This design comes from an exercise in tuning for small area on the open sky130 flow, not from production work. Only simulation tests tie the RTL to the original design; equivalence was not proved.

quartz:
// processing_element
module processing_element(activation, weight, out, clk, rst);
Size: roughly 760 cells after synthesis, roughly 0.0085 mm² of cells after synthesis.
==> flow/config.mk <==
export PLATFORM = sky130hd
export DESIGN_NAME = processing_element
export DESIGN_NICKNAME = processing_element
export VERILOG_FILES = /design/flow/design.v
export SDC_FILE = /design/flow/constraint.sdc
export NUM_CORES = 4
export LEC_CHECK = 0
export CAP_MARGIN = 20
export CORE_MARGIN = 2
export CORE_UTILIZATION = 40
export CTS_BUF_LIST = sky130_fd_sc_hd__clkbuf_8
export GPL_TIMING_DRIVEN = 0
export SLEW_MARGIN = 20
export SYNTH_HIERARCHICAL = 1
==> flow/constraint.sdc <==
create_clock -name core_clock -period 6.5 [get_ports {clk}]
set_input_delay 1.3000 -clock core_clock [delete_from_list [all_inputs] [get_ports {clk}]]
set_output_delay 1.3000 -clock core_clock [all_outputs]
set_load 0.01 [all_outputs]
standard.sh (not shown) runs the stock make flow with config.mk's settings and CLKGATE_MAP_FILE= SYNTH_SCRIPT=/design/flow/synth_recipe.tcl, a recipe that flattens the netlist after the stock synthesis.
==> flow/flow/run.sh <==
#!/bin/bash
# Standard layout; ports buffered with a small buffer, synthesis buffers removed before placement.
set -euo pipefail
export BUFFER_PORTS_ARGS="-buffer_cell sky130_fd_sc_hd__buf_1"
export REMOVE_ABC_BUFFERS=1
bash standard.sh > standard_flow.log 2>&1
quartz ran to completion and came out clean on the timing, DRC and antenna checks.
Input-level comparison between juniper and quartz:
==> flow/flow/run.sh <==
#!/bin/bash
# Standard layout, with ports buffered by a small buffer instead of ORFS's default choice.
set -euo pipefail
export BUFFER_PORTS_ARGS="-buffer_cell sky130_fd_sc_hd__buf_1"
bash standard.sh > standard_flow.log 2>&1
Notes after the runs:
Against quartz, juniper reports a slew at the pin closest to its max-slew limit that is lower.
Between juniper and quartz, the detailed-route vias per instance figures differ only marginally.
The via count reported for juniper is higher than the one for quartz.
Looking at worst path required time across quartz and juniper, the one that comes out lower is juniper.
On juniper: worst setup slack is 65 ps lower than what quartz gave.
STATUS global-route wire length before repair: juniper loses against quartz
Delta(count of cells along the worst register-to-register path, juniper - quartz) > 0
Worst max-slew margin expressed relative to the limit: juniper vs quartz up 4.6 points
Diff quartz..juniper | clock slew at the register clock pins of the worst setup and hold paths | negligible
For sierra, these inputs were changed with respect to juniper:
-- flow/config.mk --
<<< juniper, line 10
export CORE_UTILIZATION = 40
export CTS_BUF_LIST = sky130_fd_sc_hd__clkbuf_8
export GPL_TIMING_DRIVEN = 0
>>> sierra, line 10
export CORE_UTILIZATION = 40
export CTS_BUF_LIST = sky130_fd_sc_hd__clkbuf_16
export CTS_CLUSTER_SIZE = 30
export GPL_TIMING_DRIVEN = 0
## What came out
From juniper to sierra the numbers moved as follows: largest net degree at the start of global routing shows no meaningful change; wire length of the first global-routing pass essentially unchanged.

---

processing_element, a different RTL version from the one above (not shown whole).
Size: ~110 flip-flops.
==> flow/design.v (excerpt) <==
module processing_element(activation, weight, out, clk, rst);
clock: 6.5 ns
lec_check: 0
cap_margin: 20
core_margin: 2
core_utilization: 40
cts_buf_list: sky130_fd_sc_hd__clkbuf_8
gpl_timing_driven: 0
slew_margin: 20
synth_hierarchical: 1
==> flow/flow/run.sh <==
#!/bin/bash
# Standard layout; ports buffered with a small buffer, synthesis buffers removed before placement.
set -euo pipefail
export BUFFER_PORTS_ARGS="-buffer_cell sky130_fd_sc_hd__buf_1"
export REMOVE_ABC_BUFFERS=1
export RECOVER_POWER=100
export CTS_ARGS="-sink_clustering_enable -repair_clock_nets -buf_list sky130_fd_sc_hd__clkbuf_8 -dont_use_dummy_load"
bash standard.sh > standard_flow.log 2>&1
Next try:
--- a/flow/flow/run.sh
+++ b/flow/flow/run.sh
@@ -5,4 +5,4 @@
 export REMOVE_ABC_BUFFERS=1
 export RECOVER_POWER=100
-export CTS_ARGS="-sink_clustering_enable -repair_clock_nets -buf_list sky130_fd_sc_hd__clkbuf_8 -dont_use_dummy_load"
+export CTS_ARGS="-sink_clustering_enable -repair_clock_nets -buf_list sky130_fd_sc_hd__clkbuf_8 -dont_use_dummy_load -sink_buffer_max_cap_derate 1.0"
 bash standard.sh > standard_flow.log 2>&1
CAP_MARGIN = 0   (was 20)
SLEW_MARGIN = 0   (was 20)
The changed run went through all stages and came out clean.
Routed wire length came out lower by about 0.54%.
Hold slack is better by 4.2 ps.
Core utilization is about the same.
Die area stays the same.

---

## v13
RTL: one of the versions met above, not the one the previous note started from.
For scale: about 110 flip-flops, roughly 50 I/O pins, ~8500 µm² of cells after synthesis.
==> flow/config.mk <==
export PLATFORM = sky130hd
export DESIGN_NAME = processing_element
export DESIGN_NICKNAME = processing_element
export VERILOG_FILES = /design/flow/design.v
export SDC_FILE = /design/flow/constraint.sdc
export NUM_CORES = 4
export LEC_CHECK = 0
export CAP_MARGIN = 20
export CORE_MARGIN = 2
export CORE_UTILIZATION = 40
export CTS_BUF_LIST = sky130_fd_sc_hd__clkbuf_8
export GPL_TIMING_DRIVEN = 0
export SLEW_MARGIN = 20
export SYNTH_HIERARCHICAL = 1
==> flow/constraint.sdc <==
create_clock -name core_clock -period 6.5 [get_ports {clk}]
set_input_delay 1.3000 -clock core_clock [delete_from_list [all_inputs] [get_ports {clk}]]
set_output_delay 1.3000 -clock core_clock [all_outputs]
set_load 0.01 [all_outputs]
==> flow/flow/run.sh <==
#!/bin/bash
# Standard layout; ports buffered with a small buffer, synthesis buffers removed before placement.
set -euo pipefail
export BUFFER_PORTS_ARGS="-buffer_cell sky130_fd_sc_hd__buf_1"
export REMOVE_ABC_BUFFERS=1
export RECOVER_POWER=100
bash standard.sh > standard_flow.log 2>&1
## Diff of input files: v9 against v13
Settings: CORE_UTILIZATION changed from 40 to 60.
==> flow/flow/run.sh <==
#!/bin/bash
# Standard layout, with ports buffered by a small buffer instead of ORFS's default choice.
set -euo pipefail
export BUFFER_PORTS_ARGS="-buffer_cell sky130_fd_sc_hd__buf_1"
bash standard.sh > standard_flow.log 2>&1
Findings:
- The post-route worst hold slack on v13 is in line with that on v9.
- Delta (v9 minus v13): final cell area excluding filler cells ~0 delta; count of endpoints failing setup in the final report held steady; number of placement rows now sits lower.
- Looking at core region area, v9 sits about 34% below v13.
What v37 does differently from v9 at the input level:
Settings: swapping 60 for 40 in CORE_UTILIZATION.
==> flow/flow/run.sh <==
#!/bin/bash
# Standard layout; ports buffered with a small buffer, synthesis buffers removed before placement.
set -euo pipefail
export BUFFER_PORTS_ARGS="-buffer_cell sky130_fd_sc_hd__buf_1"
export REMOVE_ABC_BUFFERS=1
export RECOVER_POWER=100
export CTS_ARGS="-buf_list sky130_fd_sc_hd__clkbuf_16 -repair_clock_nets"
bash standard.sh > standard_flow.log 2>&1
--- outcome ---
- v37 against v9: clock transition at the registers of the reported paths lower; final cell count went up; post-CTS resize count has decreased.
- When v37 is measured against v9, its count of vias placed by the detailed router turns out 267 lower.
- v37: total global-route track usage lower than v9
- v37 gives less met1 global-route usage than v9 did.
- Re total die area: v37 is 48% up on v9.
- Delta(synthesis-to-finish area growth, v37 - v9) > 0
- Of v37 and v9, v9 shows the higher fraction of standard cell area in multi-input logic, with v37 below it.
- Clock distribution area overhead in the final layout came out higher on v37 than on v9.

---

Another version of the RTL of processing_element (not shown whole).
For scale: roughly 720 cells after synthesis, about 110 flip-flops, about 50 I/O pins.
clock: 6.5 ns
lec_check: 0
cap_margin: 0
core_margin: 2
core_utilization: 40
cts_buf_list: sky130_fd_sc_hd__clkbuf_8
gpl_timing_driven: 0
slew_margin: 0
synth_hierarchical: 1
==> flow/flow/run.sh <==
#!/bin/bash
# The standard layout (standard.sh, unchanged synthesis) with a few ORFS knobs:
#  - ports buffered with the smallest buffer instead of ORFS's default pick,
#  - synthesis buffers removed before placement (repair_design re-buffers),
#  - power recovery (downsizing of non-critical cells) after global routing,
#  - CTS without dummy load cells.
# All tool output goes to standard_flow.log here and ORFS's own logs under orfs/logs.
set -euo pipefail
export BUFFER_PORTS_ARGS="-buffer_cell sky130_fd_sc_hd__buf_1"
export REMOVE_ABC_BUFFERS=1
export RECOVER_POWER=100
export CTS_ARGS="-sink_clustering_enable -sink_buffer_max_cap_derate 0.001 -repair_clock_nets -buf_list sky130_fd_sc_hd__clkbuf_8 -dont_use_dummy_load"
bash standard.sh > standard_flow.log 2>&1
Then changed:
--- a/flow/flow/run.sh
+++ b/flow/flow/run.sh
@@ -11,3 +11,3 @@
 export RECOVER_POWER=100
-export CTS_ARGS="-sink_clustering_enable -sink_buffer_max_cap_derate 0.001 -repair_clock_nets -buf_list sky130_fd_sc_hd__clkbuf_8 -dont_use_dummy_load"
+export CTS_ARGS="-sink_clustering_enable -repair_clock_nets -buf_list sky130_fd_sc_hd__clkbuf_8 -dont_use_dummy_load"
 bash standard.sh > standard_flow.log 2>&1
Outcome: Design area is unchanged; die area does not change; worst setup slack stays the same; critical path depth stays the same; register-to-register slack hardly moves; clock skew does not change; core utilization does not change; global-route usage is unchanged; cell count does not change.

==> port drivers added, routing unchanged <==
The flow's constraints put no driver on any port. The routed layouts listed below were extracted and timed again, unchanged, in two steps. Step 1 (the two cells are an assumption about what drives the block):
set clk [get_ports {clk}]
set_driving_cell -lib_cell sky130_fd_sc_hd__clkbuf_16 $clk
set_driving_cell -lib_cell sky130_fd_sc_hd__buf_2 [delete_from_list [all_inputs] $clk]
Step 2 adds t to the input delays and takes it off the output delays; t is the mean of the earliest and latest rising clock arrival at the registers after step 1. Input paths then give back, and output paths get back, about the clock's delay inside the block. Three values: ideal, step 1, step 2; two values: the first two.
| run | t, ns | setup WS [ns] | clock arrival spread, ns | worst register clock-pin slew, ns | pins driven straight from the clock port |
|---|---|---|---|---|---|
| quartz | 0.395 | 0.339 / 0.352 / -0.043 | 0.020 / 0.020 | 0.11 / 0.11 | 1 |
| juniper | 0.383 | 0.274 / 0.290 / -0.093 | 0.010 / 0.010 | 0.10 / 0.10 | 1 |
| sierra | 0.370 | 0.277 / 0.295 / -0.075 | 0.009 / 0.008 | 0.07 / 0.07 | 1 |
| the first run of note 2 | 0.401 | 0.328 / 0.342 / -0.059 | 0.020 / 0.020 | 0.10 / 0.10 | 1 |
| the second run of note 2 | 0.398 | 0.339 / 0.356 / -0.042 | 0.030 / 0.030 | 0.11 / 0.11 | 1 |
| v13 | 0.395 | 0.359 / 0.372 / -0.023 | 0.019 / 0.019 | 0.11 / 0.11 | 1 |
| v9 | 0.417 | 0.255 / 0.276 / -0.141 | 0.016 / 0.016 | 0.12 / 0.12 | 1 |
| v37 | 0.373 | 0.282 / 0.297 / -0.076 | 0.010 / 0.010 | 0.08 / 0.08 | 1 |
| the first run of note 4 | 0.383 | 0.272 / 0.276 / -0.107 | 0.045 / 0.045 | 0.11 / 0.11 | 1 |
| the second run of note 4 | 0.383 | 0.272 / 0.276 / -0.107 | 0.045 / 0.045 | 0.11 / 0.11 | 1 |
Met with ideal ports but missed after step 2: setup timing in every run listed. For v9, which loses most, drivers alone change the setup slack by +0.021 ns; drivers and shift together by -0.396 ns.
